What follows belongs to an exercise in optimizing a design on an open flow for small area, a short achievable clock period and few clock cycles; a production flow would make more cautious choices. Where RTL was checked, it was by simulation tests only, not by an equivalence proof against the original. No functional check of the RTL was part of run 3. Power figures rest on the tool's default switching activity, not on a simulated workload.

==> flow/design.v <==
module pipelinedPS#(parameter OP_WIDTH  = 4,
                    parameter CV_WIDTH  = 10,
                    parameter HZ_CV_WIDTH  = 10,
                    parameter STATES_WIDTH  = 15,
                    parameter ADDR_WIDTH  = 8,
                    parameter DATA_WIDTH  = 16,
                    parameter REG_WIDTH   = 4,
                    parameter IMM8_WIDTH  = 8,
                    parameter REG_NUM     = 16)
       (
           input  clk,
           input  rst,
           input  start,
           output reg stop_o,
           input   [DATA_WIDTH-1:0]  im_r_data,
           output  [ADDR_WIDTH-1:0]  im_addr,
           output  [ADDR_WIDTH-1:0] dm_addr,
           output  dm_wr,
           input  [DATA_WIDTH-1:0] dm_r_data,
           output [DATA_WIDTH-1:0] dm_w_data
       );
reg  [7:0]  pc;         
reg         run;
reg         vR;
reg  [15:0] ir;
reg         dsR;        
reg         vE;
reg         weE, lwE, swE, jmpzE;
reg         invE;       
reg         sltE, movE;
reg  [3:0]  rdE;
reg  [7:0]  immE;
reg  [15:0] aE, bE;
reg         gapE;       
reg         dsE;
reg         weW;
reg  [3:0]  rdW;
reg  [15:0] valW;
reg  [15:0] rf [0:15];
wire vF = run | start;
wire f_stop  = (im_r_data[15:12] == 4'b0111);
wire f_lwr0  = (im_r_data[15:8] == 8'h00);      
wire [3:0]  op  = ir[15:12];
wire [3:0]  rs  = ir[11:8];
wire [3:0]  rt  = ir[7:4];
wire [3:0]  rd  = ir[3:0];
wire r_lw    = (op == 4'b0000);
wire r_sw    = (op == 4'b0001);
wire r_add   = (op == 4'b0010);
wire r_mov   = (op == 4'b0011);
wire r_sub   = (op == 4'b0100);
wire r_jmpz  = (op == 4'b0101);
wire r_jump  = (op == 4'b0110);
wire r_stop  = (op == 4'b0111);
wire r_addf  = (op == 4'b1000);
wire r_multf = (op == 4'b1001);
wire r_slt   = (op == 4'b1010);
wire r_nop   = (op == 4'b1111);
wire r_we    = r_lw | r_add | r_mov | r_sub | r_addf | r_multf | r_slt;
wire r_rtype = r_add | r_sub | r_multf | r_nop | r_stop | r_jmpz | r_slt;
wire [3:0] r_rd = (r_lw | r_mov) ? rs : rd;
wire r_jumpgo = vR & r_jump & ~f_lwr0;
wire [16:0] sum  = {1'b0, aE} + {1'b0, bE ^ {16{invE}}} + {16'd0, invE};
wire        ltu  = ~sum[16];
wire [15:0] aluout = movE ? {{8{immE[7]}}, immE} :
                     sltE ? {15'd0, ltu} : sum[15:0];
wire e_skip = vE & jmpzE & (aE == 16'd0);    
wire gapR = (vE & lwE & r_rtype & ((rs == rdE) | (rt == rdE))) | (vE & dsE);
wire e_fwd_g = lwE & ~(r_addf & ~gapR);
wire [15:0] resE = e_fwd_g ? dm_r_data : aluout;
wire useW_lw = gapE | gapR;
wire hitE_a = vE & weE & (rdE == rs);
wire hitE_b = vE & weE & (rdE == rt);
wire hitW_a = weW & (rdW == rs);
wire hitW_b = weW & (rdW == rt);
wire [15:0] sel_a = 16'd1 << rs;
wire [15:0] sel_b = 16'd1 << rt;
reg  [15:0] rf_a, rf_b;
integer j;
always @(*) begin
    rf_a = 16'd0;
    rf_b = 16'd0;
    for (j = 0; j < 16; j = j + 1) begin
        rf_a = rf_a | (rf[j] & {16{sel_a[j]}});
        rf_b = rf_b | (rf[j] & {16{sel_b[j]}});
    end
end
wire ua_E = hitE_a & ~r_lw;
wire ub_E = hitE_b & ~r_lw;
wire ua_W = hitW_a & ~ua_E & (~r_lw | useW_lw);
wire ub_W = hitW_b & ~ub_E & (~r_lw | useW_lw);
wire ua_R = ~ua_E & ~ua_W;
wire ub_R = ~ub_E & ~ub_W;
wire [15:0] a_n = (resE & {16{ua_E}}) | (valW & {16{ua_W}}) | (rf_a & {16{ua_R}});
wire [15:0] b_n = (resE & {16{ub_E}}) | (valW & {16{ub_W}}) | (rf_b & {16{ub_R}});
assign im_addr = pc;
always @(posedge clk) begin
    if (rst) begin
        pc <= 8'd1;
        run <= 1'b0;
        stop_o <= 1'b0;
        vR <= 1'b0;
        vE <= 1'b0;
        weW <= 1'b0;
    end else begin
        if (vF)
            pc <= r_jumpgo ? ir[7:0] : pc + 8'd1;
        run <= vF & ~f_stop;
        stop_o <= vF & f_stop;
        vR <= vF;
        vE <= vR & ~e_skip;
        weW <= vE & weE;
    end
end
always @(posedge clk) begin
    ir    <= im_r_data;
    dsR   <= vR & r_jump;
    weE   <= r_we;
    lwE   <= r_lw;
    swE   <= r_sw;
    jmpzE <= r_jmpz;
    invE  <= r_sub | r_slt;
    sltE  <= r_slt;
    movE  <= r_mov;
    rdE   <= r_rd;
    immE  <= ir[7:0];
    aE    <= a_n;
    bE    <= b_n;
    gapE  <= gapR;
    dsE   <= dsR;
    rdW   <= rdE;
    valW  <= lwE ? dm_r_data : aluout;
end
always @(posedge clk) begin: rf_write
    integer i;
    for (i = 0; i < 16; i = i + 1)
        if (rst)
            rf[i] <= 16'd0;
        else if (weW && rdW == i)
            rf[i] <= valW;
end
assign dm_addr   = immE;
assign dm_wr     = vE & swE;
assign dm_w_data = aE;
endmodule
==> flow/run.sh <==
#!/bin/bash
# synth_recipe.tcl (not shown) runs the flow's synth.tcl, then flattens the netlist and writes it again
# the make line also repeats each setting of config.mk as NAME=value (left out here)
make -C /OpenROAD-flow-scripts/flow DESIGN_CONFIG=/design/flow/config.mk WORK_HOME=/design/flow/orfs CLKGATE_MAP_FILE= SYNTH_SCRIPT=/design/flow/synth_recipe.tcl finish
==> flow/config.mk <==
export PLATFORM = sky130hd
export DESIGN_NAME = pipelinedPS
export DESIGN_NICKNAME = pipelinedPS
export VERILOG_FILES = /design/flow/design.v
export SDC_FILE = /design/flow/constraint.sdc
export NUM_CORES = 4
export LEC_CHECK = 0
export CAP_MARGIN = 20
export CORE_MARGIN = 2
export CORE_UTILIZATION = 50
export SETUP_SLACK_MARGIN = 3.7
export SLEW_MARGIN = 20
==> flow/constraint.sdc <==
create_clock -name core_clock -period 6.0 [get_ports {clk}]
set_input_delay 1.2000 -clock core_clock [delete_from_list [all_inputs] [get_ports {clk}]]
set_output_delay 1.2000 -clock core_clock [all_outputs]
set_load 0.01 [all_outputs]
==> run_results.csv, run 1 <==
group,metric,value,unit
yosys,synth_top_area_share,42.23,%
yosys,syn_inst,2128,
power,leakage,7.224,nW
timing,worst_slew_pin_slew,1244,ps
yosys,synth.avg_cell_area,7.997,µm²
outcome,status,"complete, no violations",
floorplan,core_area,33530,µm²
clock_tree,clk_pin_slew,60,ps
detailed_routing,first_pass_iters,6,
grt,antenna_found_initial,2,
clock_tree,cts_max_level,2,
yosys,synth_commonest_cells,"nand2_1 (561), dfxtp_1 (359), a21oi_1 (292)",
worst_setup_path,r2r.worst_path.cells,10,
detailed_routing,drt_iter0_drc,2843,
floorplan,floorplan.initialDensity,50.75,%
clock_tree,cts_hold_buf,0,
worst_setup_path,crit_path_end_kind,"flop",
grt,grt_pass1_vias,16760,
clock_tree,cts_buffer_depth,3,
worst_setup_path,startpoint_type,"flop",
power,vdd_drop_max,0.2217,mV
placed_design,hpwlAfterDp,43350,µm
run,maxCapViolations,0,
floorplan,rows,67,
timing,fin_setup_tns,0,ps
clock_tree,cts_num_sinks,359,
detailed_routing,wl_per_cell,28.14,µm
worst_hold_path,hp-class,"flop to flop",
floorplan,chipWidth,188.5,µm
detailed_routing,vias,17880,
worst_setup_path,path_cells,"buf_12, buf_4, buf_4, xor2_1, ha_1, o21ai_0, a311o_1, a22oi_1, a21bo_1, a221o_1",
detailed_routing,wl_met1,28190,µm
detailed_routing,totalWireLength,75600,µm
grt,track_usage,41.29,%
clock_tree,cts-buffers-inserted,39,
worst_setup_path,critPathKind,"flop to flop",
yosys,synthArstFlopShare,0,%
yosys,synth.distinct_cells,69,
worst_setup_path,crit_slowest_cell,"a311o_1",
yosys,seq_area_frac_synth,42.23,%
yosys,synth.area.top_cells,"dfxtp_1 (42%), nand2_1 (12%), a21oi_1 (8.6%)",
timing,setup_viol,0,
worst_setup_path,r2r_start,"invE",
detailed_routing,drtAntennaViolNets,0,
yosys,synth_seq_cells,359,
yosys,syn_nets,2180,
placed_design,io_buffers,68,
yosys,synth_edf_count,0,
detailed_routing,wl_met2,32470,µm
final_layout,drive_gt1_share,19.43,%
grt,grt_overflow,0,
timing,timing.final.crit_share,44.81,%
floorplan,io_pins,69,
timing,slew_viol_final,0,
worst_setup_path,cp_max_fo,8,
timing,max_slew_margin,16.90,%
detailed_routing,remaining_drc_errors,0,
placed_design,place_congestion,0.9232,
worst_setup_path,cpMostUsedCell,"buf_4",
timing,max_freq,371.9,MHz
worst_hold_path,hold_end,"dsE",
clock_tree,insertion_delay,570,ps
power,p_total,5.473,mW
power,power.density,263.5,nW/µm²
yosys,synth.most_common_cell,"nand2_1",
yosys,synth_area,17020,µm²
worst_setup_path,max_stage_delay,410,ps
timing,rsz0062_at_grt,"true",
yosys,yosysTopAreaCell,"dfxtp_1",
final_layout,nNetsFinal,2261,
timing,timing.final.crit_period,2689,ps
floorplan,die_y,188.5,µm
final_layout,num_antenna_cells,0,
yosys,synth_ff_type,"dfxtp_1",
worst_setup_path,r2r_slack,3310,ps
detailed_routing,wl_met3,9810,µm
floorplan,die-area,35530,µm²
detailed_routing,routed.top_layer,"met5",
timing,skew,35.70,ps
timing,hold_violations,0,
worst_setup_path,arrival,3120,ps
worst_hold_path,holdPathStages,0,
final_layout,fill_cells,2971,
worst_setup_path,critPathRequiredTime,6430,ps
clock_tree,clock-root-buffer,"clkbuf_16",
clock_tree,cts_tree,"yes",
yosys,yosysWarnings,2,
final_layout,area_growth_syn_to_layout,22.05,%
grt,grt_pass1_wl,108900,µm
worst_setup_path,r2r_end,"aE[0]",
detailed_routing,via_per_inst,6.653,
worst_hold_path,min_from,"dsR",
grt,grt_max_degree,137,
logic make-up after synthesis:
family / Yosys count / synth area share, %
DFF: 359 / 42.23
buffers and inverters: 183 / 4.456
AOI/OAI and AO/OA: 693 / 27.92
muxes: 15 / 0.9852
and+or+nand+nor: 818 / 20.90
xor gates and xnor gates: 43 / 2.213
adders and majority gates: 17 / 1.294
stage by stage:
stage / setup WS [ps] / cells / cell area (µm²) / utilization (%) / hold WS [ps]
2_1_floorplan: 3423 / 2128 / 17170 / - / 309.6
3_3_place_gp: 2558 / 2537 / 18240 / 54.41 / 315.3
3_5_place_dp: 2485 / 2538 / 18280 / 54.53 / 312.1
4_1_cts: 3383 / 2665 / 20350 / 60.70 / 326.7
5_1_grt: 3239 / 2687 / 20770 / 61.94 / 335.3
6_report: 3311 / 2687 / 20770 / 61.94 / 327.7
final cells by class:
class	count	area [µm²]	area share, %
clock buffers	54	1142	5.500
flip-flops and latches	359	7295	35.12
repair buffers	209	1704	8.205
clock inverters	17	256.5	1.235
inverters	13	48.80	0.2349
well taps	448	560.5	2.699
multi-input cells	1587	9763	47.01
critical path: cells and delay by family (launching register included):
kind            cells  cell delay, ps
buf+inv             3             390
fa+ha+maj           1             360
compound gates      5            1310
xor+xnor            1             150
flops               1             370
power by group:
group	internal (mW)	switching [mW]
combinational	0.123	0.214
sequential	2.41	0.105
clock	1.56	1.06
total	4.10	1.38
worst max-delay path by stage:
stage               cells after the start  slack (ps)           from      to
floorplan                              12        3420           invE  aE[14]
global placement                        8        2560  im_r_data[13]   pc[4]
detailed placement                      8        2490  im_r_data[12]   pc[4]
CTS                                    10        3380           invE  aE[10]
global route                           11        3240           invE  aE[11]
finish                                 10        3310           invE   aE[0]
cell usage in the layout (no fill, tap or decap), types with 6 or more instances in the layout:
cell type        count
a21o_1              12
a21oi_1            281
dfxtp_4             20
dfxtp_2             26
a22oi_1            113
clkdlybuf4s50_1     25
and3_1              30
inv_1                9
nor3_1              10
o21ai_0             15
nor3_2              22
buf_4              122
nor2b_1              6
nor3b_2              6
a31oi_1             24
dfxtp_1            313
nand2b_1            11
a21oi_2              8
clkbuf_16           40
clkbuf_8            11
clkbuf_2            10
nor2_1              83
xor2_1              25
nor4_4               6
nand2_2              6
a221o_1             27
buf_2               30
xnor2_1             11
a221oi_1            73
nand4_1             22
buf_6               13
a22o_1              75
mux2_4               6
nand3_1             18
nand2_1            554
ha_1                 8
flip-flops by register name, summed over array words and instances (netlist names), 4 cells and up:
signal,flops
rf,256
aE,16
rdW,4
immE,8
ir,16
rdE,4
bE,16
pc,8
valW,16
what timing repair did:
| item | in CTS | in global routing |
|---|---|---|
| setup buffers | 54 | 22 |
| resized for setup | 250 | 80 |
| setup endpoints to repair | 161 | 207 |
| pin swaps | 42 | 30 |
| cloned | 2 | 0 |
per-layer routing:
layer | global-route usage, % | up-vias
met5 | 0 | -
met2 | 62.83 | 1313
met4 | 24.34 | 2
li1 | - | 7823
met1 | 52.37 | 8373
met3 | 11.44 | 365
Testbench counts, summed over its fixed seeds: cycles 67,337.
==> run 2, diff against run 1 <==
--- a/flow/config.mk
+++ b/flow/config.mk
@@ -10,3 +10,3 @@
 export CORE_UTILIZATION = 50
-export SETUP_SLACK_MARGIN = 3.7
+export SETUP_SLACK_MARGIN = 3.4
 export SLEW_MARGIN = 20
==> run_results.csv, run 2 <==
group,metric,value,unit
outcome,status,"complete, no violations",
final_layout,nNetsFinal,2206,
yosys,syn_inst,2128,
final_layout,regMostFlops,"rf",
power,p_seq_share,46.2,%
floorplan,core_area,33530,µm²
timing,hold_violations,0,
placed_design,post_dp_cell_area,18130,µm²
final_layout,area_growth_syn_to_layout,17.71,%
final_layout,most-common-layout-cells,"nand2_1 (559), dfxtp_1 (337), a21oi_1 (287)",
detailed_routing,remaining_drc_errors,0,
timing,max_slew_margin,17.55,%
power,power_frac_comb,5.7,%
final_layout,multi_input_comb_area,9484,µm²
yosys,synth_area,17020,µm²
yosys,syn_nets,2180,
worst_setup_path,startpoint_type,"flop",
detailed_routing,via_per_inst,6.756,
yosys,yosysWarnings,2,
floorplan,chipWidth,188.5,µm
floorplan,rows,67,
detailed_routing,vias,17770,
floorplan,die-area,35530,µm²
yosys,yosysTopAreaCell,"dfxtp_1",
floorplan,floorplan.initialDensity,50.75,%
yosys,synth.most_common_cell,"nand2_1",
grt,track_usage,41.27,%
yosys,synth_ff_type,"dfxtp_1",
worst_setup_path,arrival,3110,ps
timing,timing.final.crit_share,44.20,%
worst_setup_path,critPathRequiredTime,6450,ps
timing,skew,12.73,ps
floorplan,die_y,188.5,µm
timing,whs,335.9,ps
yosys,seq_area_frac_synth,42.23,%
placed_design,io_buffers,68,
timing,fin_ws,3348,ps
final_layout,regArea,7219,µm²
clock_tree,clock-root-buffer,"clkbuf_16",
worst_setup_path,r2r_slack,3350,ps
yosys,synth_top_area_share,42.23,%
clock_tree,insertion_delay,570,ps
placed_design,post-place-ws,2560,ps
clock_tree,cts_tree,"yes",
final_layout,fill_cells,3056,
timing,rsz0062_at_grt,"true",
clock_tree,clk_pin_slew,70,ps
timing,timing.final.crit_period,2652,ps
yosys,synth.area.top_cells,"dfxtp_1 (42%), nand2_1 (12%), a21oi_1 (8.6%)",
floorplan,io_pins,69,
yosys,synth.distinct_cells,69,
clock_tree,cts-buffers-inserted,39,
run,maxCapViolations,0,
grt,antenna_found_initial,1,
yosys,synthArstFlopShare,0,%
yosys,synth_seq_cells,359,
placed_design,dp_cells,2537,
worst_hold_path,hp-class,"flop to flop",
grt,grt_pass1_wl,108400,µm
detailed_routing,first_pass_iters,7,
power,vdd_drop_max,0.2513,mV
detailed_routing,totalWireLength,75240,µm
placed_design,hpwlAfterDp,44100,µm
timing,worst_slew_pin_slew,1234,ps
final_layout,drive_gt1_share,12.47,%
final_layout,largest_register_ffs,256,
power,leakage,6.882,nW
power,power.density,272.4,nW/µm²
grt,grt_overflow,0,
power,swShare,24.63,%
worst_setup_path,cp_max_fo,6,
yosys,synth_edf_count,0,
power,p_switching,1.344,mW
clock_tree,cts_max_level,2,
timing,fin_setup_tns,0,ps
detailed_routing,wl_per_cell,28.61,µm
final_layout,num_antenna_cells,0,
timing,slew_viol_final,0,
timing,setup_viol,0,
detailed_routing,drt_iter0_drc,3074,
power,internal_power,4.112,mW
worst_setup_path,crit_path_end_kind,"flop",
final_layout,instances_no_fill,2630,
final_layout,postLayoutCellArea,20030,µm²
clock_tree,cts_num_sinks,359,
grt,grt_max_degree,157,
final_layout,mostFrequentLayoutCell,"nand2_1",
power,p_clk_share,48.1,%
worst_setup_path,critPathKind,"flop to flop",
clock_tree,cts_hold_buf,0,
placed_design,place_congestion,0.9599,
grt,grt_pass1_vias,16690,
detailed_routing,drtAntennaViolNets,0,
yosys,synth.avg_cell_area,7.997,µm²
yosys,synth_commonest_cells,"nand2_1 (561), dfxtp_1 (359), a21oi_1 (292)",
timing,max_freq,377.1,MHz
clock_tree,cts_buffer_depth,3,
[run 2: cell counts after synthesis]
Identical to the previous run, type by type.
[run 2: what timing repair did]
item | CTS | global route
setup endpoints to repair | 84 | 62
pin swaps | 16 | 24
gates resized for setup | 90 | 40
setup buffers | 17 | 5
gates cloned | 0 | 2
[run 2: kinds of logic (layout without fill, tap and decap cells)]
| family | after synthesis | after routing | synth area share (%) |
|---|---|---|---|
| mux | 15 | 15 | 0.9852 |
| xor+xnor | 43 | 43 | 2.213 |
| simple gates | 818 | 818 | 20.90 |
| buf+inv | 183 | 237 | 4.456 |
| flops | 359 | 359 | 42.23 |
| compound gates | 693 | 693 | 27.92 |
| fa+ha+maj | 17 | 17 | 1.294 |
[run 2: layout make-up]
type | count | share of cell area [%]
clock inverter | 17 | 1.224
tap | 448 | 2.798
inverter | 13 | 0.2436
timing repair buffer | 155 | 6.671
sequential | 359 | 36.04
clock buffer | 52 | 5.678
multi-input combinational | 1586 | 47.35
[run 2: worst max-delay path, cell delays in order, from the launching register on]
cell and delay (ps):
dfxtp_4 390, buf_6 140, xor2_2 170, ha_1 340
a41oi_4 310, nand4_1 140, o211ai_1 170, buf_4 190
mux2i_1 170, nand3_1 150, a221o_1 370
[run 2: metrics by stage]
| stage | util [%] | total power, mW |
|---|---|---|
| 3_5_place_dp | 54.08 | 2.847 |
| 3_3_place_gp | 54.08 | 2.847 |
| 4_1_cts | 58.93 | 5.439 |
| 6_report | 59.74 | 5.456 |
| 5_1_grt | 59.74 | 5.573 |
| 2_1_floorplan | - | 2.705 |
[run 2: layer usage]
metal / track usage (%) / vias to the layer above / part of all wire (%)
met4: 25.75 / 2 / 7.0
met2: 61.68 / 1366 / 43
li1: - / 7696 / -
met1: 51.90 / 8325 / 37
met3: 12.72 / 379 / 14
met5: 0 / - / 0.016
[run 2: path summary, 6_finish.rpt]
kind / start / to / cells after the start
worst min-delay path: dsR / dsE / 0
worst max register to register: invE / aE[9] / 10
worst max-delay path: invE / aE[9] / 10
worst min register to register: dsR / dsE / 0
[run 2: power groups by stage]
| stage | registers (mW) | clock network, mW | logic (mW) |
|---|---|---|---|
| 2_1_floorplan | 2.48 | 0 | 0.222 |
| 3_3_place_gp | 2.57 | 0 | 0.279 |
| 3_5_place_dp | 2.57 | 0 | 0.279 |
| 5_1_grt | 2.52 | 2.73 | 0.320 |
| 4_1_cts | 2.51 | 2.64 | 0.288 |
| 6_report | 2.52 | 2.63 | 0.310 |
==> run 3, diff against run 2 <==
--- a/flow/design.v
+++ b/flow/design.v
@@ -75,14 +75,2 @@
 wire hitW_b = weW & (rdW == rt);
-wire [15:0] sel_a = 16'd1 << rs;
-wire [15:0] sel_b = 16'd1 << rt;
-reg  [15:0] rf_a, rf_b;
-integer j;
-always @(*) begin
-    rf_a = 16'd0;
-    rf_b = 16'd0;
-    for (j = 0; j < 16; j = j + 1) begin
-        rf_a = rf_a | (rf[j] & {16{sel_a[j]}});
-        rf_b = rf_b | (rf[j] & {16{sel_b[j]}});
-    end
-end
 wire ua_E = hitE_a & ~r_lw;
@@ -93,4 +81,18 @@
 wire ub_R = ~ub_E & ~ub_W;
-wire [15:0] a_n = (resE & {16{ua_E}}) | (valW & {16{ua_W}}) | (rf_a & {16{ua_R}});
-wire [15:0] b_n = (resE & {16{ub_E}}) | (valW & {16{ub_W}}) | (rf_b & {16{ub_R}});
+wire [17:0] sel_a = {ua_E, ua_W, (16'd1 << rs) & {16{ua_R}}};
+wire [17:0] sel_b = {ub_E, ub_W, (16'd1 << rt) & {16{ub_R}}};
+wire [15:0] a_n, b_n;
+genvar g, k;
+generate
+    for (g = 0; g < 16; g = g + 1) begin: rdp
+        wire [17:0] col;
+        for (k = 0; k < 16; k = k + 1) begin: c
+            assign col[k] = rf[k][g];
+        end
+        assign col[16] = valW[g];
+        assign col[17] = resE[g];
+        rf_rdmux ua (.d(col), .sel(sel_a), .y(a_n[g]));
+        rf_rdmux ub (.d(col), .sel(sel_b), .y(b_n[g]));
+    end
+endgenerate
 assign im_addr = pc;
@@ -133,2 +135,4 @@
 end
+wire [15:0] rf_wen = {16{rst}} | ({16{weW}} & (16'd1 << rdW));
+wire [15:0] rf_wd  = rst ? 16'd0 : valW;
 always @(posedge clk) begin: rf_write
@@ -136,6 +140,4 @@
     for (i = 0; i < 16; i = i + 1)
-        if (rst)
-            rf[i] <= 16'd0;
-        else if (weW && rdW == i)
-            rf[i] <= valW;
+        if (rf_wen[i])
+            rf[i] <= rf_wd;
 end
@@ -145 +147,24 @@
 endmodule
+module rf_rdmux(input [17:0] d, input [17:0] sel, output y);
+wire [5:0] p;
+wire [1:0] q;
+genvar k;
+generate
+    for (k = 0; k < 6; k = k + 1) begin: g
+        rf_aoi222 u (.a(d[3*k]), .b(sel[3*k]), .c(d[3*k+1]), .d(sel[3*k+1]),
+                     .e(d[3*k+2]), .f(sel[3*k+2]), .y(p[k]));
+    end
+endgenerate
+rf_nand3 n0 (.a(p[0]), .b(p[1]), .c(p[2]), .y(q[0]));
+rf_nand3 n1 (.a(p[3]), .b(p[4]), .c(p[5]), .y(q[1]));
+rf_or2   o  (.a(q[0]), .b(q[1]), .y(y));
+endmodule
+module rf_aoi222(input a, input b, input c, input d, input e, input f, output y);
+assign y = ~((a & b) | (c & d) | (e & f));
+endmodule
+module rf_nand3(input a, input b, input c, output y);
+assign y = ~(a & b & c);
+endmodule
+module rf_or2(input a, input b, output y);
+assign y = a | b;
+endmodule
--- a/flow/config.mk
+++ b/flow/config.mk
@@ -12 +12,3 @@
 export SLEW_MARGIN = 20
+export SYNTH_HIERARCHICAL = 1
+export SYNTH_MINIMUM_KEEP_SIZE = 0
==> run_results.csv, run 3 <==
group,metric,value,unit
power,power_frac_comb,22.3,%
clock_tree,clock-root-buffer,"clkbuf_16",
detailed_routing,via_per_inst,7.157,
floorplan,floorplan.initialDensity,50.99,%
final_layout,nNetsFinal,1372,
power,p_switching,2.248,mW
clock_tree,cts_num_sinks,359,
grt,grt_overflow,0,
grt,track_usage,33.14,%
grt,grt_max_degree,45,
yosys,syn_inst,1111,
final_layout,mostFrequentLayoutCell,"edfxtp_1",
yosys,synth.distinct_cells,58,
worst_setup_path,r2r_start,"invE",
final_layout,drive_gt1_share,28.43,%
final_layout,instances_no_fill,1738,
yosys,synth.avg_cell_area,13.64,µm²
detailed_routing,vias,12440,
detailed_routing,drt_iter0_drc,2767,
worst_setup_path,startpoint_type,"flop",
placed_design,io_buffers,68,
final_layout,regMostFlops,"rf",
power,p_seq_share,47.3,%
timing,skew,14.09,ps
clock_tree,cts_buffer_depth,3,
worst_setup_path,critPathKind,"flop to flop",
yosys,synth_top_area_share,50.73,%
grt,grt_pass1_wl,76620,µm
worst_setup_path,r2r.worst_path.cells,13,
power,power.density,381.4,nW/µm²
final_layout,area_growth_syn_to_layout,31.42,%
yosys,synth_ff_type,"edfxtp_1",
outcome,status,"complete, no violations",
yosys,synth_edf_count,256,
yosys,syn_nets,1163,
clock_tree,insertion_delay,530,ps
worst_hold_path,holdPathStages,0,
final_layout,postLayoutCellArea,19910,µm²
worst_setup_path,r2r_slack,2860,ps
placed_design,dp_cells,1543,
floorplan,io_pins,69,
yosys,synthArstFlopShare,0,%
worst_hold_path,min_from,"dsR",
worst_hold_path,hp-class,"flop to flop",
yosys,synth.most_common_cell,"edfxtp_1",
timing,slew_viol_final,0,
detailed_routing,totalWireLength,53570,µm
yosys,synth_seq_cells,359,
grt,grt_pass1_vias,11850,
yosys,synth_area,15150,µm²
worst_setup_path,r2r_end,"bE[11]",
floorplan,chipWidth,178.1,µm
timing,setup_viol,0,
grt,antenna_found_initial,1,
clock_tree,cts-buffers-inserted,38,
power,vdd_drop_max,0.2749,mV
worst_setup_path,arrival,3550,ps
timing,timing.final.crit_share,52.38,%
detailed_routing,drtAntennaViolNets,0,
detailed_routing,remaining_drc_errors,0,
yosys,synth_commonest_cells,"edfxtp_1 (256), a222oi_1 (192), dfxtp_1 (103)",
yosys,yosysWarnings,8,
worst_hold_path,hold_end,"dsE",
power,leakage,7.393,nW
floorplan,die-area,31710,µm²
floorplan,die_y,178.1,µm
final_layout,most-common-layout-cells,"edfxtp_1 (256), a222oi_1 (192), buf_4 (87)",
power,internal_power,5.347,mW
detailed_routing,first_pass_iters,17,
yosys,seq_area_frac_synth,64.34,%
clock_tree,cts_hold_buf,0,
power,swShare,29.60,%
worst_setup_path,critPathRequiredTime,6410,ps
yosys,yosysTopAreaCell,"edfxtp_1",
placed_design,hpwlAfterDp,31080,µm
timing,rsz0062_at_grt,"true",
yosys,synth.area.top_cells,"edfxtp_1 (51%), dfxtp_1 (14%), a222oi_1 (13%)",
placed_design,place_congestion,0.8770,
timing,max_slew_margin,35.42,%
timing,timing.final.crit_period,3143,ps
floorplan,core_area,29720,µm²
timing,fin_setup_tns,0,ps
power,p_total,7.595,mW
final_layout,fill_cells,2067,
timing,hold_violations,0,
floorplan,rows,63,
clock_tree,cts_max_level,2,
power,p_clk_share,30.4,%
worst_setup_path,cp_max_fo,7,
timing,max_freq,318.2,MHz
worst_setup_path,crit_path_end_kind,"flop",
final_layout,largest_register_ffs,256,
clock_tree,cts_tree,"yes",
placed_design,post_dp_cell_area,16460,µm²
detailed_routing,wl_per_cell,30.82,µm
run,maxCapViolations,0,
timing,worst_slew_pin_slew,967.6,ps
clock_tree,clk_pin_slew,60,ps
==> run 3: repair_timing <==
item,4_1_cts,5_1_grt
pin swaps,84,68
setup buffers,98,28
endpoints found under the setup margin,421,264
gates cloned,1,0
gates resized for setup,172,60
==> run 3: per-module statistics from Yosys, one instance, submodules excluded, excerpt <==
module / flops+latches / times used / cell area (µm²)
rf_aoi222: 0 / 192 / 10.01
rf_nand3: 0 / 64 / 5.005
rf_or2: 0 / 32 / 6.256
pipelinedPS: 359 / 1 / 12710
==> run 3: cell families after synthesis <==
family                   after synthesis  synth area share [%]
multiplexers                          21                 1.536
XOR/XNOR                              42                 2.428
AO/OA/AOI/OAI                        313                 18.12
flip-flops                           359                 64.34
AND/OR/NAND/NOR                      316                 10.99
buffers and inverters                 43                 1.131
adder cells (fa/ha/maj)               17                 1.453
==> run 3: worst max path at each step <==
stage               startpoint  endpoint  slack, ps  cells after the start
floorplan                 invE    aE[11]       3160                     13
global placement          invE     aE[0]       2140                     11
detailed placement        invE     aE[0]       2200                     11
CTS                       invE    aE[12]       2900                     12
global route              invE    aE[11]       2720                     12
finish                    invE    bE[11]       2860                     13
==> run 3: cell type report <==
class / count / area [µm²] / share of cell area, %
Tap cell: 390 / 488.0 / 2.451
Clock buffer: 54 / 1170 / 5.875
Antenna cell: 1 / 2.502 / 0.01257
Clock inverter: 13 / 65.06 / 0.3267
Sequential cell: 359 / 9816 / 49.29
Timing Repair Buffer: 204 / 2202 / 11.06
Inverter: 8 / 30.03 / 0.1508
Multi-Input combinational cell: 709 / 6140 / 30.83
==> run 3: critical path: stages, from the launching register on <==
cell      delay (ps)
dfxtp_4          360
buf_12           140
buf_12           140
xor2_2           180
ha_4             260
a21o_1           200
a21o_1           180
a21o_1           180
a21o_1           190
xor2_2           150
a221o_1          330
a222oi_1         350
nand3_1          120
or2_1            250
==> run 3: per-stage QoR <==
stage          worst slack, ps  utilization, %  hold slack (ps)
6_report                  2857           67.01            327.0
5_1_grt                   2719           67.00            341.8
4_1_cts                   2901           65.18            333.2
3_5_place_dp              2200           55.40            317.9
3_3_place_gp              2140           55.38            313.7
2_1_floorplan             3155               -            309.6
==> run 3: per-layer routing <==
metal / GRT usage, % / wire, µm / vias up
met1: 47.27 / 21100 / 6143
met2: 51.58 / 24050 / 970
met3: 6.714 / 6933 / 129
met4: 9.631 / 1483 / 0
li1: - / - / 5196
met5: 0 / 0 / -
==> run 3: power by group through the flow <==
stage	sequential [mW]	clock [mW]	combinational, mW
final	3.59	2.31	1.69
after CTS	3.56	2.33	1.47
after global routing	3.63	2.42	1.80
after floorplan	3.48	0	0.839
after global placement	3.60	0	1.25
after detailed placement	3.61	0	1.26
==> run 4, diff against run 3 <==
--- a/flow/design.v
+++ b/flow/design.v
@@ -75,2 +75,16 @@
 wire hitW_b = weW & (rdW == rt);
+wire [15:0] sel_a = 16'd1 << rs;
+wire [15:0] sel_b = 16'd1 << rt;
+wire [15:0] rf_a, rf_b;
+genvar g, k;
+generate
+    for (g = 0; g < 16; g = g + 1) begin: rdp
+        wire [15:0] col;
+        for (k = 0; k < 16; k = k + 1) begin: c
+            assign col[k] = rf[k][g];
+        end
+        rf_rdmux ua (.d(col), .sel(sel_a), .y(rf_a[g]));
+        rf_rdmux ub (.d(col), .sel(sel_b), .y(rf_b[g]));
+    end
+endgenerate
 wire ua_E = hitE_a & ~r_lw;
@@ -81,18 +95,4 @@
 wire ub_R = ~ub_E & ~ub_W;
-wire [17:0] sel_a = {ua_E, ua_W, (16'd1 << rs) & {16{ua_R}}};
-wire [17:0] sel_b = {ub_E, ub_W, (16'd1 << rt) & {16{ub_R}}};
-wire [15:0] a_n, b_n;
-genvar g, k;
-generate
-    for (g = 0; g < 16; g = g + 1) begin: rdp
-        wire [17:0] col;
-        for (k = 0; k < 16; k = k + 1) begin: c
-            assign col[k] = rf[k][g];
-        end
-        assign col[16] = valW[g];
-        assign col[17] = resE[g];
-        rf_rdmux ua (.d(col), .sel(sel_a), .y(a_n[g]));
-        rf_rdmux ub (.d(col), .sel(sel_b), .y(b_n[g]));
-    end
-endgenerate
+wire [15:0] a_n = (resE & {16{ua_E}}) | (valW & {16{ua_W}}) | (rf_a & {16{ua_R}});
+wire [15:0] b_n = (resE & {16{ub_E}}) | (valW & {16{ub_W}}) | (rf_b & {16{ub_R}});
 assign im_addr = pc;
@@ -147,3 +147,3 @@
 endmodule
-module rf_rdmux(input [17:0] d, input [17:0] sel, output y);
+module rf_rdmux(input [15:0] d, input [15:0] sel, output y);
 wire [5:0] p;
@@ -152,3 +152,3 @@
 generate
-    for (k = 0; k < 6; k = k + 1) begin: g
+    for (k = 0; k < 5; k = k + 1) begin: g
         rf_aoi222 u (.a(d[3*k]), .b(sel[3*k]), .c(d[3*k+1]), .d(sel[3*k+1]),
@@ -157,2 +157,3 @@
 endgenerate
+rf_nand2 u5 (.a(d[15]), .b(sel[15]), .y(p[5]));
 rf_nand3 n0 (.a(p[0]), .b(p[1]), .c(p[2]), .y(q[0]));
@@ -164,2 +165,5 @@
 endmodule
+module rf_nand2(input a, input b, output y);
+assign y = ~(a & b);
+endmodule
 module rf_nand3(input a, input b, input c, output y);
--- a/flow/config.mk
+++ b/flow/config.mk
@@ -10,3 +10,3 @@
 export CORE_UTILIZATION = 50
-export SETUP_SLACK_MARGIN = 3.4
+export SETUP_SLACK_MARGIN = 3.65
 export SLEW_MARGIN = 20
==> run_results.csv, run 4 <==
group,metric,value,unit
clock_tree,cts_max_level,2,
yosys,seq_area_frac_synth,61.93,%
worst_hold_path,hp-class,"flop to flop",
detailed_routing,vias,12500,
yosys,synth.distinct_cells,66,
yosys,synth_area,15740,µm²
timing,timing.final.crit_period,2460,ps
yosys,synth_seq_cells,359,
detailed_routing,remaining_drc_errors,0,
yosys,yosysWarnings,8,
grt,grt_pass1_wl,74240,µm
timing,fin_ws,3540,ps
placed_design,io_buffers,68,
floorplan,floorplan.initialDensity,51.06,%
worst_hold_path,holdPathStages,0,
worst_setup_path,crit_path_end_kind,"flop",
final_layout,multi_input_comb_area,6744,µm²
yosys,yosysTopAreaCell,"edfxtp_1",
detailed_routing,first_pass_iters,9,
worst_setup_path,arrival,2850,ps
final_layout,num_antenna_cells,0,
grt,track_usage,29.97,%
clock_tree,clk_pin_slew,60,ps
final_layout,most-common-layout-cells,"edfxtp_1 (256), a222oi_1 (160), buf_4 (99)",
worst_setup_path,cp_max_fo,6,
detailed_routing,via_per_inst,6.766,
placed_design,dp_cells,1691,
clock_tree,insertion_delay,540,ps
yosys,synth_commonest_cells,"edfxtp_1 (256), a222oi_1 (160), dfxtp_1 (103)",
floorplan,die-area,32920,µm²
timing,setup_viol,0,
power,leakage,7.387,nW
timing,hold_violations,0,
outcome,status,"complete, no violations",
timing,slew_viol_final,0,
timing,max_freq,406.5,MHz
clock_tree,cts_num_sinks,359,
yosys,synth.most_common_cell,"edfxtp_1",
yosys,synthArstFlopShare,0,%
floorplan,io_pins,69,
yosys,synth_ff_type,"edfxtp_1",
yosys,syn_inst,1238,
placed_design,hpwlAfterDp,31820,µm
clock_tree,cts_tree,"yes",
timing,skew,30.13,ps
grt,antenna_found_initial,0,
yosys,synth.area.top_cells,"edfxtp_1 (49%), dfxtp_1 (13%), a222oi_1 (10%)",
final_layout,mostFrequentLayoutCell,"edfxtp_1",
power,vdd_drop_max,0.2577,mV
placed_design,post-place-ws,2824,ps
floorplan,die_y,181.4,µm
worst_setup_path,r2r.worst_path.cells,10,
timing,max_slew_margin,29.80,%
yosys,synth_top_area_share,48.83,%
yosys,synth.avg_cell_area,12.72,µm²
final_layout,regMostFlops,"rf",
yosys,synth_edf_count,256,
detailed_routing,drtAntennaViolNets,0,
power,power.density,385.5,nW/µm²
power,p_total,7.732,mW
timing,whs,328.6,ps
clock_tree,clock-root-buffer,"clkbuf_16",
timing,fin_setup_tns,0,ps
final_layout,area_growth_syn_to_layout,27.42,%
floorplan,rows,64,
final_layout,instances_no_fill,1847,
final_layout,fill_cells,2329,
grt,grt_max_degree,45,
floorplan,core_area,30830,µm²
detailed_routing,wl_per_cell,28.22,µm
placed_design,place_congestion,0.9052,
detailed_routing,drt_iter0_drc,2005,
yosys,syn_nets,1290,
timing,timing.final.crit_share,41.00,%
detailed_routing,totalWireLength,52130,µm
floorplan,chipWidth,181.4,µm
worst_setup_path,startpoint_type,"flop",
run,maxCapViolations,0,
final_layout,largest_register_ffs,256,
worst_setup_path,critPathKind,"flop to flop",
grt,grt_pass1_vias,12100,
worst_setup_path,r2r_slack,3540,ps
clock_tree,cts_buffer_depth,3,
timing,worst_slew_pin_slew,1052,ps
clock_tree,cts-buffers-inserted,37,
final_layout,regArea,9861,µm²
timing,rsz0062_at_grt,"true",
worst_setup_path,critPathRequiredTime,6390,ps
final_layout,nNetsFinal,1479,
grt,grt_overflow,0,
final_layout,drive_gt1_share,31.08,%
[run 4: changes by cell type in the layout (fill, tap and decap cells not counted), moves of 14 or more]
cell             delta
clkdlybuf4s15_2    +19
nor3_2             +14
xor2_1             -14
nor2_1             +34
buf_12             -33
nor2_4             -24
dfxtp_1            -14
nand2_1            +45
dlygate4sd2_1      -26
a222oi_1           -32
[run 4: Yosys stat by module, one instance, submodules excluded, excerpt]
module / cells / times used / flip-flops and latches / cell area [µm²]
rf_aoi222: 1 / 160 / 0 / 10.01
rf_nand2: 1 / 32 / 0 / 3.754
pipelinedPS: 950 / 1 / 359 / 13500
rf_or2: 1 / 32 / 0 / 6.256
rf_nand3: 1 / 64 / 0 / 5.005
[run 4: area by class of cell]
| cell class | count | share of cell area, % |
|---|---|---|
| Sequential cell | 359 | 49.16 |
| Multi-Input combinational cell | 828 | 33.62 |
| Timing Repair Buffer | 193 | 8.608 |
| Clock buffer | 51 | 5.190 |
| Tap cell | 396 | 2.470 |
| Clock inverter | 12 | 0.8046 |
| Inverter | 8 | 0.1497 |
[run 4: power by group]
part	internal (mW)	leakage (nW)	switching, mW
registers	3.25	3.49	0.302
clock network	1.31	0.585	0.947
logic	0.850	3.31	1.07
total	5.41	7.39	2.32
[run 4: through the flow]
step	util (%)	area [µm²]
final	65.06	20060
after detailed placement	55.60	17140
after floorplan	-	15930
after CTS	62.18	19170
after global placement	55.59	17140
after global routing	65.06	20060
[run 4: cells by family after synthesis]
family                   Yosys count  synth area share, %
AND/OR/NAND/NOR                  391                12.51
AO/OA/AOI/OAI                    355                18.79
adder cells (fa/ha/maj)           17                1.399
flip-flops                       359                61.93
multiplexers                      27                1.884
XOR/XNOR                          37                2.058
buffers and inverters             52                1.431
[run 4: final timing paths]
kind,startpoint,end
max,invE,aE[13]
min,dsR,dsE
max reg2reg,invE,aE[13]
min reg2reg,dsR,dsE
[run 4: metal layers]
metal,part of all wire [%],vias up,global-route usage [%]
li1,-,5501,-
met1,40,6179,39.42
met2,48,683,49.99
met3,8.1,133,5.014
met4,3.6,0,11.64
met5,0,-,0
[run 4: worst max-delay path, stage by stage, from the launching register on]
cell,delay (ps)
dfxtp_4,370
buf_12,150
buf_4,150
xor2_2,160
ha_4,310
buf_4,160
o2111a_1,180
o211ai_1,190
and4_1,300
o31ai_2,260
a21oi_1,100
[run 4: what timing repair did]
action                                  4_1_cts  5_1_grt
hold buffers                                  0        0
endpoints found under the setup margin      136      115
cloned                                        0        2
buffers inserted                             36       55
pin swaps                                    60       78
endpoints found under the hold margin         0        0
gates resized for setup                     239      116
Testbench counts of run 4, summed over its fixed seeds: cycles 67,337.
==> run 5, diff against run 4 <==
--- a/flow/config.mk
+++ b/flow/config.mk
@@ -10,3 +10,3 @@
 export CORE_UTILIZATION = 50
-export SETUP_SLACK_MARGIN = 3.65
+export SETUP_SLACK_MARGIN = 3.2
 export SLEW_MARGIN = 20
==> run_results.csv, run 5 <==
group,metric,value,unit
grt,grt_pass1_vias,11550,
floorplan,chipWidth,181.4,µm
yosys,synth_commonest_cells,"edfxtp_1 (256), a222oi_1 (160), dfxtp_1 (103)",
worst_setup_path,endpoint,"aE[10]",
worst_setup_path,r2r_start,"ir[11]",
clock_tree,cts_max_level,2,
detailed_routing,drt_iter0_drc,1897,
floorplan,rows,64,
final_layout,instances_no_fill,1764,
run,maxCapViolations,0,
detailed_routing,totalWireLength,50290,µm
floorplan,die_y,181.4,µm
worst_setup_path,r2r_slack,3240,ps
worst_setup_path,critPathRequiredTime,6390,ps
timing,rsz0062_at_grt,"true",
timing,skew,23.32,ps
floorplan,floorplan.initialDensity,51.06,%
worst_hold_path,min_from,"dsR",
final_layout,fill_cells,2420,
final_layout,regArea,9773,µm²
clock_tree,cts_buffer_depth,3,
detailed_routing,vias,12210,
clock_tree,cts_hold_buf,0,
final_layout,most-common-layout-cells,"edfxtp_1 (256), a222oi_1 (160), dfxtp_1 (92)",
grt,grt_max_degree,45,
worst_setup_path,crit_path_end_kind,"flop",
floorplan,core_area,30830,µm²
worst_setup_path,startpoint,"ir[11]",
grt,antenna_found_initial,0,
clock_tree,cts_num_sinks,359,
worst_setup_path,r2r.worst_path.cells,9,
yosys,yosysTopAreaCell,"edfxtp_1",
power,leakage,6.755,nW
placed_design,place_congestion,0.9183,
timing,setup_viol,0,
yosys,synth_top_family_by_area,"compound AO/OA/AOI/OAI gates",
placed_design,post-place-ws,2765,ps
yosys,synth.distinct_cells,66,
yosys,synth_seq_cells,359,
timing,max_freq,362.8,MHz
placed_design,io_buffers,68,
power,power.density,396.3,nW/µm²
final_layout,largest_register_ffs,256,
clock_tree,cts-buffers-inserted,39,
clock_tree,clk_pin_slew,60,ps
timing,worst_slew_pin_slew,1077,ps
clock_tree,cts_tree,"yes",
worst_setup_path,startpoint_type,"flop",
yosys,synth.area.top_cells,"edfxtp_1 (49%), dfxtp_1 (13%), a222oi_1 (10%)",
yosys,synth_area,15740,µm²
timing,timing.final.crit_share,45.94,%
final_layout,area_growth_syn_to_layout,16.87,%
worst_setup_path,max_stage_delay,510,ps
floorplan,die-area,32920,µm²
timing,max_slew_margin,28.07,%
worst_setup_path,cp_max_fo,16,
yosys,yosys.area_share.simple,12.51,%
detailed_routing,wl_per_cell,28.51,µm
yosys,synth_top_area_share,48.83,%
final_layout,regMostFlops,"rf",
yosys,synth.avg_cell_area,12.72,µm²
outcome,status,"complete, no violations",
worst_setup_path,r2r_end,"aE[10]",
yosys,syn_nets,1290,
placed_design,dp_cells,1694,
yosys,synth_mux_area_share,1.884,%
timing,fin_setup_tns,0,ps
placed_design,hpwlAfterDp,32480,µm
timing,hold_violations,0,
worst_setup_path,path_cells,"nand2b_1, nor2_1, buf_4, a222oi_1, nand3_1, or2_1, and2b_1, a211oi_1, a221oi_2",
yosys,syn_inst,1238,
yosys,synthXorXnorAreaFrac,2.058,%
worst_setup_path,crit_slowest_cell,"dfxtp_2",
final_layout,multi_input_comb_area,5958,µm²
clock_tree,clock-root-buffer,"clkbuf_16",
timing,timing.final.crit_period,2756,ps
yosys,synth_edf_count,256,
grt,grt_pass1_wl,73520,µm
worst_hold_path,hp-class,"flop to flop",
yosys,synth_ff_type,"edfxtp_1",
timing,whs,337.5,ps
yosys,synthArstFlopShare,0,%
yosys,yosysWarnings,8,
detailed_routing,first_pass_iters,13,
worst_setup_path,arrival,3150,ps
timing,fin_ws,3244,ps
floorplan,io_pins,69,
power,vdd_drop_max,0.2902,mV
detailed_routing,remaining_drc_errors,0,
yosys,synth.most_common_cell,"edfxtp_1",
yosys,synth-adder-area-share,1.399,%
final_layout,postLayoutCoreUtil,59.68,%
worst_setup_path,critPathKind,"flop to flop",
final_layout,drive_gt1_share,13.47,%
clock_tree,insertion_delay,540,ps
timing,slew_viol_final,0,
yosys,synth_compound_area_share,18.79,%
detailed_routing,drtAntennaViolNets,0,
detailed_routing,via_per_inst,6.922,
grt,grt_overflow,0,
final_layout,mostFrequentLayoutCell,"edfxtp_1",
yosys,seq_area_frac_synth,61.93,%
final_layout,nNetsFinal,1392,
grt,track_usage,29.99,%
run 5: cell counts after synthesis:
Identical to the previous run, type by type.
run 5: what timing repair did:
action                                  4_1_cts  5_1_grt
setup buffers                                 0        1
resized for setup                            15       19
pin swaps                                     0        5
endpoints found under the setup margin       40       19
run 5: power breakdown:
part	internal [mW]	leakage (nW)	total [mW]	switching (mW)
Clock	1.28	0.575	2.23	0.952
Sequential	3.24	3.48	3.56	0.320
Combinational	0.573	2.70	1.49	0.919
Total	5.10	6.75	7.29	2.19
run 5: layout make-up:
class | instances | area share [%]
diodes | 2 | 0.02720
flip-flops and latches | 359 | 53.12
repair buffers | 105 | 5.216
clock buffers | 52 | 5.733
inverters | 8 | 0.1632
multi-input cells | 827 | 32.38
clock inverters | 15 | 0.6664
well taps | 396 | 2.693
run 5: Yosys stat by module, one instance, submodules excluded, excerpt:
| module | flops+latches | cells | area (µm²) |
|---|---|---|---|
| pipelinedPS | 359 | 950 | 13500 |
| rf_aoi222 | 0 | 1 | 10.01 |
| rf_nand2 | 0 | 1 | 3.754 |
| rf_nand3 | 0 | 1 | 5.005 |
| rf_or2 | 0 | 1 | 6.256 |
run 5: logic make-up (layout without fill, tap and decap cells):
kind of cell,count (synthesis),after routing
other,0,2
DFF,359,359
xor gates and xnor gates,37,37
AOI/OAI and AO/OA,355,355
and+or+nand+nor,391,391
muxes,27,27
adders and majority gates,17,17
buffers and inverters,52,180
run 5: critical path: cells and delay by family (launching register included):
family | cells | cell delay [ps]
compound gates | 3 | 800
buf+inv | 1 | 220
flops | 1 | 510
simple gates | 5 | 1100
run 5: stage by stage:
step / total power [mW] / instance area, µm²
after global placement: 4.980 / 17060
after floorplan: 4.385 / 15740
after global routing: 7.577 / 18390
after detailed placement: 4.996 / 17080
final: 7.292 / 18400
after CTS: 7.232 / 18290
run 5: routing by layer:
layer	up-vias	global-route usage [%]	part of all wire (%)
met5	-	0	0
met4	0	11.58	3.7
met3	119	5.114	10
met2	768	47.45	45
met1	5983	41.66	41
li1	5341	-	-
run 5: how the worst min path moves through the flow:
stage / end / slack, ps / cells past startpoint
5_1_grt: dsE / 360 / 0
2_1_floorplan: dsE / 310 / 0
3_3_place_gp: dsE / 320 / 0
6_report: dsE / 340 / 0
4_1_cts: dsE / 340 / 0
3_5_place_dp: dsE / 320 / 0
==> run 6, diff against run 5 <==
--- a/flow/config.mk
+++ b/flow/config.mk
@@ -9,4 +9,4 @@
 export CORE_MARGIN = 2
-export CORE_UTILIZATION = 50
-export SETUP_SLACK_MARGIN = 3.2
+export CORE_UTILIZATION = 45
+export SETUP_SLACK_MARGIN = 3.4
 export SLEW_MARGIN = 20
==> run_results.csv, run 6 <==
group,metric,value,unit
yosys,synth.most_common_cell,"edfxtp_1",
worst_hold_path,hp-class,"flop to flop",
grt,antenna_found_initial,6,
worst_hold_path,holdPathStages,0,
detailed_routing,via_per_inst,6.709,
yosys,synthArstFlopShare,0,%
detailed_routing,remaining_drc_errors,0,
final_layout,nNetsFinal,1400,
yosys,synth_top_area_share,48.83,%
grt,grt_use_met2,40.90,%
final_layout,drive_gt1_share,17.34,%
worst_setup_path,r2r_start,"invE",
floorplan,chipWidth,191.0,µm
detailed_routing,drtAntennaViolNets,0,
floorplan,die-area,36500,µm²
timing,setup_viol,0,
floorplan,io_pins,69,
timing,rsz0062_at_grt,"true",
yosys,syn_inst,1238,
grt,track_usage,26.50,%
placed_design,io_buffers,68,
worst_setup_path,crit_family,"simple AND/OR/NAND/NOR gates",
yosys,synth_seq_cells,359,
final_layout,largest_register_ffs,256,
yosys,synth_commonest_cells,"edfxtp_1 (256), a222oi_1 (160), dfxtp_1 (103)",
worst_setup_path,startpoint_type,"input port",
detailed_routing,drt_iter0_drc,2078,
detailed_routing,wl_per_cell,26.74,µm
worst_setup_path,r2r.worst_path.cells,9,
worst_setup_path,critPathRequiredTime,6180,ps
grt,grt_max_degree,45,
worst_setup_path,r2r_slack,3450,ps
power,vdd_drop_max,0.2385,mV
worst_setup_path,r2r_end,"bE[7]",
yosys,yosysTopAreaCell,"edfxtp_1",
timing,fin_setup_tns,0,ps
timing,timing.final.crit_period,2658,ps
yosys,synth.avg_cell_area,12.72,µm²
clock_tree,cts_buffer_depth,3,
power,leakage,6.953,nW
final_layout,area_growth_syn_to_layout,19.61,%
final_layout,postLayoutCoreUtil,54.64,%
yosys,synth_ff_type,"edfxtp_1",
grt,grt_util_met1,37.94,%
floorplan,rows,68,
floorplan,die_y,191.0,µm
detailed_routing,totalWireLength,49090,µm
timing,max_freq,376.2,MHz
clock_tree,cts_num_sinks,359,
yosys,synth.distinct_cells,66,
detailed_routing,vias,12320,
timing,max_slew_margin,27.11,%
timing,slew_viol_final,0,
grt,grt_pass1_vias,11650,
power,power.density,399.1,nW/µm²
timing,hold_violations,0,
worst_setup_path,startpoint,"rst",
floorplan,core_area,34460,µm²
final_layout,regMostFlops,"rf",
final_layout,most-common-layout-cells,"edfxtp_1 (256), a222oi_1 (160), nand2_1 (83), dfxtp_1 (83), nand3_1 (76)",
grt,busiest_layer,"met2",
worst_setup_path,path_depth,3,
worst_setup_path,arrival,2840,ps
yosys,synth.area.top_cells,"edfxtp_1 (49%), dfxtp_1 (13%), a222oi_1 (10%)",
run,maxCapViolations,0,
clock_tree,clock-root-buffer,"clkbuf_16",
grt,grt.met3_usage,4.388,%
clock_tree,cts_max_level,2,
clock_tree,cts_tree,"yes",
detailed_routing,first_pass_iters,10,
yosys,seq_area_frac_synth,61.93,%
worst_setup_path,path_cells,"clkdlybuf4s50_1, buf_4, nor2b_1",
placed_design,dp_cells,1753,
clock_tree,cts-buffers-inserted,38,
yosys,synth_edf_count,256,
worst_setup_path,cp_max_fo,44,
yosys,synth_area,15740,µm²
final_layout,instances_no_fill,1836,
yosys,syn_nets,1290,
placed_design,place_congestion,0.9323,
placed_design,hpwlAfterDp,31510,µm
timing,timing.final.crit_share,44.30,%
clock_tree,cts_hold_buf,0,
grt,grt_pass1_wl,72550,µm
timing,skew,26.16,ps
floorplan,floorplan.initialDensity,45.69,%
final_layout,mostFrequentLayoutCell,"edfxtp_1",
worst_setup_path,crit_slowest_cell,"nor2b_1",
worst_setup_path,critPathKind,"input port to flop",
clock_tree,clk_pin_slew,60,ps
worst_setup_path,crit_path_end_kind,"flop",
outcome,status,"complete, no violations",
worst_setup_path,critPathBufInv,2,
worst_setup_path,endpoint,"rf[7][5]",
clock_tree,insertion_delay,560,ps
worst_setup_path,max_stage_delay,910,ps
yosys,yosysWarnings,8,
timing,worst_slew_pin_slew,1091,ps
grt,grt_overflow,0,
## run 6: cell counts after synthesis
No cell type changed its count.
## run 6: per-layer routing
layer / up-vias / part of all wire (%) / wire length [µm]
li1: 5355 / - / -
met1: 6065 / 41 / 20040
met2: 775 / 45 / 22120
met3: 118 / 11 / 5524
met4: 4 / 2.8 / 1386
met5: - / 0.051 / 25
## run 6: final cells by class
type	count	area, µm²
fillers	2832	15630
flip-flops and latches	359	9797
multi-input cells	827	6090
clock buffers	51	1116
repair buffers	114	1003
well taps	455	569.3
clock inverters	19	216.5
inverters	8	30.03
diodes	3	7.507
## run 6: worst min-delay path by stage
stage,startpoint,end,slack (ps)
after floorplan,dsR,dsE,310
after global placement,dsR,dsE,310
after detailed placement,dsR,dsE,320
after CTS,dsR,dsE,330
after global routing,dsR,dsE,340
final,dsR,dsE,330
## run 6: worst register-to-register path, stage by stage (launching register included)
cell	delay (ps)
dfxtp_4	390
buf_4	160
xor2_1	150
ha_1	290
a2111oi_0	490
o211ai_1	250
a31oi_1	230
nand3b_1	200
o2bb2ai_1	170
o21ai_0	110
## run 6: Yosys stat by module, one instance, submodules excluded, a selection
module / times used / area (µm²)
pipelinedPS: 1 / 13500
rf_aoi222: 160 / 10.01
rf_nand2: 32 / 3.754
rf_or2: 32 / 6.256
rf_nand3: 64 / 5.005
## run 6: cell families after synthesis
family,share of synthesized area [%]
compound gates,18.79
fa+ha+maj,1.399
flops,61.93
mux,1.884
buf+inv,1.431
simple gates,12.51
xor+xnor,2.058
## run 6: power breakdown
part | switching, mW | leakage, nW | internal [mW] | total, mW
clock network | 0.983 | 0.663 | 1.49 | 2.47
registers | 0.304 | 3.48 | 3.25 | 3.55
logic | 0.908 | 2.81 | 0.585 | 1.49
total | 2.20 | 6.95 | 5.32 | 7.52
## run 6: repair_timing
action,CTS,global route
pin swaps,3,12
buffers inserted,5,5
endpoints found under the setup margin,323,246
gates resized for setup,80,45
## run 6: metrics by stage
step	hold WS, ps	area [µm²]	setup slack [ps]	total power [mW]
after floorplan	309.6	15760	3400	4.386
after global placement	314.2	17140	2656	4.927
after detailed placement	321.5	17150	2692	4.944
after CTS	334.3	18590	3335	7.427
after global routing	338.7	18830	3271	7.810
final	332.5	18830	3342	7.515
==> run 7, diff against run 6 <==
--- a/flow/config.mk
+++ b/flow/config.mk
@@ -9,3 +9,3 @@
 export CORE_MARGIN = 2
-export CORE_UTILIZATION = 45
+export CORE_UTILIZATION = 55
 export SETUP_SLACK_MARGIN = 3.4
==> run_results.csv, run 7 <==
group,metric,value,unit
detailed_routing,vias,12350,
grt,grt_pass1_vias,11730,
power,vdd_drop_max,0.3095,mV
placed_design,place_congestion,0.9499,
floorplan,chipWidth,173.2,µm
grt,track_usage,31.88,%
power,power.density,395.5,nW/µm²
worst_setup_path,critPathRequiredTime,6390,ps
yosys,yosysWarnings,8,
timing,slew_viol_final,0,
timing,max_slew_margin,27.71,%
floorplan,die-area,29990,µm²
final_layout,postLayoutCellArea,19010,µm²
clock_tree,cts_hold_buf,0,
detailed_routing,remaining_drc_errors,0,
worst_setup_path,crit_path_end_kind,"flop",
grt,antenna_found_initial,1,
final_layout,mostFrequentLayoutCell,"edfxtp_1",
worst_hold_path,hold_end,"dsE",
timing,fin_setup_tns,0,ps
yosys,synth.most_common_cell,"edfxtp_1",
timing,skew,21.75,ps
detailed_routing,drt_iter0_drc,2024,
worst_setup_path,crit_slowest_cell,"a2111oi_1",
worst_setup_path,max_stage_delay,560,ps
worst_setup_path,r2r.worst_path.cells,10,
grt,grt_overflow,0,
timing,timing.final.crit_share,44.57,%
clock_tree,clk_pin_slew,70,ps
worst_setup_path,critPathKind,"flop to flop",
worst_setup_path,path_cells,"buf_8, buf_4, xor2_1, ha_4, a2111oi_1, o211ai_1, a31oi_1, nand3b_1, o2bb2ai_1, o21ai_0",
clock_tree,cts_tree,"yes",
detailed_routing,wl_per_cell,27.99,µm
floorplan,core_area,28010,µm²
placed_design,post_dp_cell_area,17050,µm²
yosys,synth_edf_count,256,
final_layout,nNetsFinal,1425,
yosys,synth.area.top_cells,"edfxtp_1 (49%), dfxtp_1 (13%), a222oi_1 (10%)",
detailed_routing,totalWireLength,49790,µm
placed_design,dp_cells,1676,
clock_tree,clock-root-buffer,"clkbuf_16",
detailed_routing,first_pass_iters,10,
yosys,syn_inst,1238,
floorplan,rows,61,
yosys,syn_nets,1290,
final_layout,most-common-layout-cells,"edfxtp_1 (256), a222oi_1 (160), nand2_1 (82)",
grt,grt_pass1_wl,71640,µm
timing,hold_violations,0,
yosys,yosysTopAreaCell,"edfxtp_1",
outcome,status,"complete, no violations",
grt,grt_max_degree,45,
placed_design,io_buffers,68,
final_layout,num_antenna_cells,0,
clock_tree,insertion_delay,540,ps
worst_hold_path,holdPathStages,0,
worst_hold_path,min_from,"dsR",
worst_setup_path,r2r_end,"bE[7]",
worst_setup_path,arrival,3070,ps
yosys,synth_top_area_share,48.83,%
worst_setup_path,cp_max_fo,7,
yosys,seq_area_frac_synth,61.93,%
run,maxCapViolations,0,
power,leakage,7.073,nW
yosys,synth.distinct_cells,66,
worst_setup_path,r2r_start,"invE",
yosys,synth.avg_cell_area,12.72,µm²
clock_tree,cts_buffer_depth,3,
clock_tree,cts_num_sinks,359,
yosys,synth_ff_type,"edfxtp_1",
worst_setup_path,r2r_slack,3330,ps
floorplan,die_y,173.2,µm
yosys,synth_seq_cells,359,
floorplan,io_pins,69,
timing,timing.final.crit_period,2674,ps
timing,worst_slew_pin_slew,1082,ps
timing,whs,336.6,ps
final_layout,largest_register_ffs,256,
clock_tree,cts_max_level,2,
timing,max_freq,374.0,MHz
detailed_routing,drtAntennaViolNets,0,
final_layout,drive_gt1_share,19.91,%
timing,rsz0062_at_grt,"true",
placed_design,hpwlAfterDp,31950,µm
timing,setup_viol,0,
worst_hold_path,hp-class,"flop to flop",
final_layout,regMostFlops,"rf",
yosys,synthArstFlopShare,0,%
final_layout,area_growth_syn_to_layout,20.78,%
worst_setup_path,startpoint_type,"flop",
detailed_routing,via_per_inst,6.940,
floorplan,floorplan.initialDensity,56.20,%
yosys,synth_commonest_cells,"edfxtp_1 (256), a222oi_1 (160), dfxtp_1 (103)",
clock_tree,cts-buffers-inserted,37,
yosys,synth_area,15740,µm²
final_layout,instances_no_fill,1779,
-- run 7: changes by cell type in the layout (fill, tap and decap cells not counted), moves of 5 or more --
cell / before / now
buf_4: 44 / 67
clkbuf_1: 3 / 14
a211oi_1: 14 / 6
a211oi_2: 3 / 10
a21o_1: 12 / 18
a21o_2: 7 / 1
clkinv_2: 8 / 2
nand2b_1: 10 / 4
ha_2: 5 / 0
nor2b_1: 18 / 13
nor2b_2: 7 / 12
-- run 7: cell type report --
type / count / area (µm²)
Clock buffer: 55 / 1045
Clock inverter: 12 / 162.7
Fill cell: 2050 / 8997
Inverter: 8 / 30.03
Multi-Input combinational cell: 827 / 6294
Sequential cell: 359 / 9802
Tap cell: 378 / 473.0
Timing Repair Buffer: 140 / 1207
-- run 7: cell families after synthesis --
family	after synthesis	share of synthesized area [%]
fa+ha+maj	17	1.399
xor+xnor	37	2.058
buf+inv	52	1.431
mux	27	1.884
compound gates	355	18.79
simple gates	391	12.51
flops	359	61.93
-- run 7: worst max-delay path by stage --
stage / end / slack [ps] / start / cells after the start
2_1_floorplan: aE[13] / 3400 / invE / 10
6_report: bE[7] / 3330 / invE / 10
4_1_cts: bE[14] / 3310 / invE / 9
3_5_place_dp: bE[14] / 2700 / invE / 8
5_1_grt: bE[7] / 3290 / invE / 10
3_3_place_gp: bE[14] / 2810 / invE / 8
-- run 7: through the flow --
stage	worst slack [ps]	power (mW)	util [%]
final	3326	7.520	67.88
after global routing	3290	7.795	67.88
after CTS	3312	7.252	65.45
after detailed placement	2699	4.982	60.87
after global placement	2807	4.959	60.83
after floorplan	3400	4.386	-
-- run 7: where the power goes --
group	leakage (nW)	total, mW	internal (mW)	switching [mW]
clock network	0.583	2.30	1.35	0.950
registers	3.48	3.56	3.25	0.314
logic	3.01	1.66	0.655	1.01
total	7.07	7.52	5.25	2.27
-- run 7: per-layer routing --
layer / up-vias / track usage, % / share of wire, %
met4: 2 / 15.22 / 4.5
met5: - / 0 / 0.016
li1: 5398 / - / -
met3: 129 / 6.223 / 9.8
met2: 767 / 50.73 / 47
met1: 6051 / 42.32 / 39
-- run 7: what timing repair did --
| item | 4_1_cts | 5_1_grt |
|---|---|---|
| gates resized for setup | 75 | 86 |
| setup buffers | 2 | 33 |
| gates cloned | 0 | 0 |
| setup endpoints to repair | 98 | 178 |
| pin swaps | 5 | 50 |
-- run 7: critical path: cells and delay by family (launching register included) --
family / cells / cell delay [ps]
flip-flops: 1 / 400
adder cells (fa/ha/maj): 1 / 190
AND/OR/NAND/NOR: 1 / 190
AO/OA/AOI/OAI: 5 / 1300
buffers and inverters: 2 / 280
XOR/XNOR: 1 / 180
-- run 7: Yosys stat by module, one instance, submodules excluded, excerpt --
| module | copies in the design | area, µm² |
|---|---|---|
| rf_nand3 | 64 | 5.005 |
| rf_nand2 | 32 | 3.754 |
| rf_aoi222 | 160 | 10.01 |
| rf_or2 | 32 | 6.256 |
| pipelinedPS | 1 | 13500 |
==> run 8, diff against run 7 <==
--- a/flow/config.mk
+++ b/flow/config.mk
@@ -9,3 +9,5 @@
 export CORE_MARGIN = 2
-export CORE_UTILIZATION = 55
+export CORE_UTILIZATION = 50
+export CTS_BUF_LIST = sky130_fd_sc_hd__clkbuf_8
+export CTS_CLUSTER_SIZE = 16
 export SETUP_SLACK_MARGIN = 3.4
==> run_results.csv, run 8 <==
group,metric,value,unit
outcome,status,"complete, no violations",
power,power.density,377.1,nW/µm²
final_layout,regArea,9802,µm²
yosys,synth.most_common_cell,"edfxtp_1",
yosys,synth.distinct_cells,66,
floorplan,die-area,32920,µm²
timing,skew,63.41,ps
timing,timing.final.crit_period,2600,ps
worst_setup_path,r2r_start,"ir[8]",
worst_setup_path,crit_path_end_kind,"flop",
yosys,synth.area.top_cells,"edfxtp_1 (49%), dfxtp_1 (13%), a222oi_1 (10%)",
detailed_routing,vias,12290,
floorplan,chipWidth,181.4,µm
worst_setup_path,startpoint_type,"flop",
power,p_seq_share,50.3,%
detailed_routing,drt_iter0_drc,1746,
yosys,synth_ff_type,"edfxtp_1",
grt,track_usage,30.47,%
final_layout,num_antenna_cells,0,
placed_design,hpwlAfterDp,32500,µm
worst_setup_path,r2r_slack,3400,ps
worst_hold_path,hold_end,"dsE",
detailed_routing,drtAntennaViolNets,0,
final_layout,regMostFlops,"rf",
placed_design,dp_cells,1696,
power,swShare,31.83,%
yosys,synth_top_area_share,48.83,%
grt,grt_pass1_wl,74450,µm
power,vdd_drop_max,0.1991,mV
yosys,synth_commonest_cells,"edfxtp_1 (256), a222oi_1 (160), dfxtp_1 (103)",
power,internal_power,4.829,mW
detailed_routing,totalWireLength,51220,µm
timing,fin_ws,3400,ps
worst_setup_path,critPathRequiredTime,6450,ps
final_layout,most-common-layout-cells,"edfxtp_1 (256), a222oi_1 (160), nand2_1 (83)",
timing,slew_viol_final,0,
clock_tree,clk_pin_slew,60,ps
final_layout,instances_no_fill,1838,
power,leakage,7.095,nW
clock_tree,cts_hold_buf,0,
yosys,yosysWarnings,8,
final_layout,fill_cells,2528,
floorplan,rows,64,
final_layout,postLayoutCoreUtil,60.93,%
yosys,syn_inst,1238,
worst_setup_path,cp_max_fo,16,
timing,setup_viol,0,
final_layout,drive_gt1_share,19.90,%
detailed_routing,remaining_drc_errors,0,
yosys,synth_seq_cells,359,
detailed_routing,wl_per_cell,27.87,µm
floorplan,core_area,30830,µm²
floorplan,io_pins,69,
worst_setup_path,r2r_end,"aE[13]",
yosys,synth_edf_count,256,
worst_hold_path,min_from,"dsR",
yosys,synthArstFlopShare,0,%
timing,fin_setup_tns,0,ps
final_layout,mostFrequentLayoutCell,"edfxtp_1",
power,p_total,7.083,mW
final_layout,multi_input_comb_area,6196,µm²
worst_setup_path,r2r.worst_path.cells,9,
floorplan,floorplan.initialDensity,51.06,%
yosys,synth_area,15740,µm²
grt,grt_pass1_vias,11760,
floorplan,die_y,181.4,µm
clock_tree,cts-buffers-inserted,56,
timing,rsz0062_at_grt,"true",
power,power_frac_comb,22.7,%
yosys,syn_nets,1290,
clock_tree,cts_max_level,2,
[run 8: layout make-up]
type                            instances  share of cell area, %
Tap cell                              396                  2.638
Clock buffer                           61                  4.469
Sequential cell                       359                  52.18
Clock inverter                         45                  1.099
Timing Repair Buffer                  142                  6.468
Inverter                                8                 0.1599
Multi-Input combinational cell        827                  32.98
[run 8: logic make-up after synthesis]
logic type | count (synthesis) | share of synthesized area (%)
flip-flops | 359 | 61.93
AND/OR/NAND/NOR | 391 | 12.51
AO/OA/AOI/OAI | 355 | 18.79
buffers and inverters | 52 | 1.431
adder cells (fa/ha/maj) | 17 | 1.399
multiplexers | 27 | 1.884
XOR/XNOR | 37 | 2.058
[run 8: power groups by stage]
stage | Sequential (mW) | Clock, mW | Combinational [mW]
3_5_place_dp | 3.59 | 0 | 1.41
4_1_cts | 3.55 | 1.94 | 1.45
3_3_place_gp | 3.58 | 0 | 1.41
5_1_grt | 3.61 | 2.05 | 1.73
2_1_floorplan | 3.48 | 0 | 0.910
6_report | 3.56 | 1.91 | 1.61
[run 8: worst max-delay path by stage]
stage | start | endpoint | slack (ps) | depth (start not counted)
floorplan | invE | aE[13] | 3400 | 10
global placement | invE | bE[14] | 2830 | 8
detailed placement | invE | bE[14] | 2720 | 8
CTS | invE | bE[14] | 3380 | 10
global route | invE | aE[13] | 3340 | 10
finish | ir[8] | aE[13] | 3400 | 9
[run 8: stage by stage]
step | instance area [µm²] | hold slack, ps
6_report | 18780 | 337.4
5_1_grt | 18780 | 356.9
4_1_cts | 18310 | 335.5
3_5_place_dp | 17090 | 315.7
3_3_place_gp | 17080 | 317.0
2_1_floorplan | 15760 | 309.6
[run 8: per-layer routing]
metal	part of all wire, %	vias up	GRT usage [%]
li1	-	5457	-
met1	41	6033	42.31
met2	46	689	47.91
met3	9.5	114	4.493
met4	4.0	0	13.56
met5	0	-	0
[run 8: Yosys stat by module (local to each module, per instance), a selection]
module       cell area, µm²  flops+latches  copies in the design
rf_aoi222             10.01              0                   160
pipelinedPS           13500            359                     1
rf_nand3              5.005              0                    64
rf_nand2              3.754              0                    32
rf_or2                6.256              0                    32
[run 8: timing repair]
item | CTS | global route
hold endpoints to repair | 0 | 0
gates resized for setup | 86 | 46
endpoints found under the setup margin | 80 | 38
buffers inserted | 7 | 29
pin swaps | 8 | 20
[run 8: worst max-delay path, stage by stage (launching register included)]
cell      delay, ps
dfxtp_4         440
nand2b_4        200
nor2_1           50
buf_4           220
a222oi_1        410
nand3_1         250
or2_1           340
and2b_1         190
a211oi_2        250
a21oi_1          70
